This is an optimization exercise on Yosys and OpenROAD, whose aim is small area, a short achievable clock period and few clock cycles per item, not a production implementation. In this exercise RTL edits were held to simulation tests only and were not proved equivalent to the original.

// prince_enc
module prince_enc (
    input  wire         clk,
    input  wire         rst,         
    input  wire         in_valid,
    output wire         in_ready,
    input  wire [63:0]  plaintext,
    input  wire [127:0] key,         
    output wire         out_valid,
    output wire [63:0]  ciphertext
);
Size: ~43000 um^2 of cells after synthesis.
Settings: LEC_CHECK=0, CAP_MARGIN=20, CORE_MARGIN=2, CORE_UTILIZATION=60, CTS_CLUSTER_DIAMETER=60, CTS_CLUSTER_SIZE=30, PLACE_DENSITY=0.72, SLEW_MARGIN=20; clock period 22.0 ns.
standard.sh (not shown) runs the stock make flow with config.mk's settings and CLKGATE_MAP_FILE= SYNTH_SCRIPT=/design/flow/synth_recipe.tcl, a recipe that flattens the netlist after the stock synthesis.
==> flow/flow/run.sh <==
#!/bin/bash
# Own layout flow: the standard flow, with three changes.
#  1. After the standard synthesis, the combinational logic is re-mapped for
#     area by ABC (flow/resynth.ys.in); registers keep their names and cells.
#  2. repair_timing aims for MARGIN ns of setup slack, so the flow sizes the
#     critical paths instead of stopping at the 22 ns constraint.
#  3. Ports are buffered with buf_1 (repair upsizes where needed).
set -euo pipefail
MARGIN=16.45
VARS=(SETUP_SLACK_MARGIN=$MARGIN "BUFFER_PORTS_ARGS=-buffer_cell sky130_fd_sc_hd__buf_1")
bash standard.sh "${VARS[@]}" synth > standard_synth.log 2>&1
R=orfs/results/${FLOW_PLATFORM:-sky130hd}/prince_enc/base
LIB=$FLOW_HOME/platforms/sky130hd/lib/sky130_fd_sc_hd__tt_025C_1v80.lib
YOSYS=$(command -v yosys || echo "$FLOW_HOME/../tools/install/yosys/bin/yosys")
cp $R/1_2_yosys.v standard_1_2_yosys.v
printf 'set_driving_cell sky130_fd_sc_hd__buf_1\nset_load 5\n' > resynth.constr
sed -e "s#@LIB@#$LIB#g" -e "s#@IN@#standard_1_2_yosys.v#" -e "s#@TOP@#${FLOW_TOP:-prince_enc}#" \
    -e "s#@CONSTR@#resynth.constr#" -e "s#@D@#5000#" -e "s#@OUT@#resynth.v#" flow/resynth.ys.in > resynth.ys
"$YOSYS" -l resynth.log -q resynth.ys > /dev/null 2>&1
cp resynth.v $R/1_2_yosys.v
rm -f $R/1_synth.odb $R/1_synth.sdc
bash standard.sh "${VARS[@]}" finish > standard_finish.log 2>&1
==> flow/flow/resynth.ys.in <==
# Re-map the combinational logic of the standard synthesis netlist for area
# with ABC; flip-flops and tie cells are kept as they are (same instances,
# same names and cell types).
read_liberty -overwrite -ignore_miss_func @LIB@
read_verilog @IN@
hierarchy -top @TOP@
setattr -mod -set keep_hierarchy 1 sky130_fd_sc_hd__df* sky130_fd_sc_hd__conb_1
flatten
opt_clean -purge
abc -liberty @LIB@ -dont_use sky130_fd_sc_hd__probe_p_8 -dont_use sky130_fd_sc_hd__probec_p_8 -dont_use *lpflow* -constr @CONSTR@ -D @D@ -script "+strash; &get -n; &st; &syn2; &dch -f; &nf -R 1000; &put; topo; stime -c"
opt_clean -purge
blackbox sky130_fd_sc_hd__df* sky130_fd_sc_hd__conb_1
stat -liberty @LIB@
write_verilog -noattr -nohex -nodec @OUT@
Testbench counts at the start, summed over its fixed seeds: cycles 2,080, items 2,048.
Then changed:
==> flow/run.sh (new file) <==
#!/bin/bash
# synth_recipe.tcl (not shown) runs the flow's synth.tcl, then flattens the netlist and writes it again
# the make line also repeats each setting of config.mk as NAME=value (left out here)
make -C /OpenROAD-flow-scripts/flow DESIGN_CONFIG=/design/flow/config.mk WORK_HOME=/design/flow/orfs CLKGATE_MAP_FILE= SYNTH_SCRIPT=/design/flow/synth_recipe.tcl finish
CTS_CLUSTER_DIAMETER = unset   (was 60)
CTS_CLUSTER_SIZE = unset   (was 30)
removed: flow/flow/run.sh
removed: flow/flow/resynth.ys.in
removed: flow/standard.sh
What happened: Register-to-register slack loses 0.45 ns. Final cell count rises by 1.4%.
Then changed:
==> flow/flow/run.sh (new file) <==
#!/bin/bash
# Standard ORFS layout with two changes: repair_timing aims for 16.6 ns of setup
# slack (so the flow sizes the critical paths instead of stopping at the 22 ns
# constraint), and ports are buffered with buf_1 (repair upsizes where needed).
set -euo pipefail
bash standard.sh SETUP_SLACK_MARGIN=16.6 "BUFFER_PORTS_ARGS=-buffer_cell sky130_fd_sc_hd__buf_1" finish > standard_finish.log 2>&1
==> flow/standard.sh (new file) <==
#!/bin/bash
# synth_recipe.tcl (not shown) runs the flow's synth.tcl, then flattens the netlist and writes it again
# the make line also repeats each setting of config.mk as NAME=value (left out here)
make -C /OpenROAD-flow-scripts/flow DESIGN_CONFIG=/design/flow/config.mk WORK_HOME=/design/flow/orfs CLKGATE_MAP_FILE= SYNTH_SCRIPT=/design/flow/synth_recipe.tcl "${@:-finish}"
removed: flow/run.sh
Die area stays the same; first-iteration DRC count increases by 10%; routed wire length increases by about 1.2%; setup slack gets better by 1.2 ns.

[port drivers added, routing unchanged]
No port has a modelled driver above. Below, the same layouts with a new extraction and two added sets of constraints. Step 1 assumes that a clkbuf_16 drives the clock port and a buf_2 every other input. Step 2, shift: input delay + t, output delay - t, t = (earliest + latest rising clock arrival at the registers) / 2. This alone moves slack from input paths to output paths. Three values: ideal, step 1, step 2; two values: the first two.
| run | shift t [ns] | setup WS [ns] | hold WS [ns] | latest minus earliest clock arrival (ns) | slew at the worst register clock pin (ns) |
|---|---|---|---|---|---|
| the first run | 0.724 | 15.728 / 15.728 / 15.728 | 0.303 / 0.303 / 0.303 | 0.047 / 0.047 | 0.11 / 0.11 |
| the second run | 0.684 | 15.277 / 15.277 / 15.239 | 0.322 / 0.322 / 0.322 | 0.038 / 0.038 | 0.07 / 0.07 |
| the third run | 0.710 | 16.512 / 16.440 / 15.943 | 0.315 / 0.315 / 0.315 | 0.020 / 0.020 | 0.07 / 0.07 |
After both steps every run listed still meets setup and hold. For the third run, which loses most, drivers alone change the setup slack by -0.072 ns; drivers and shift together by -0.569 ns.
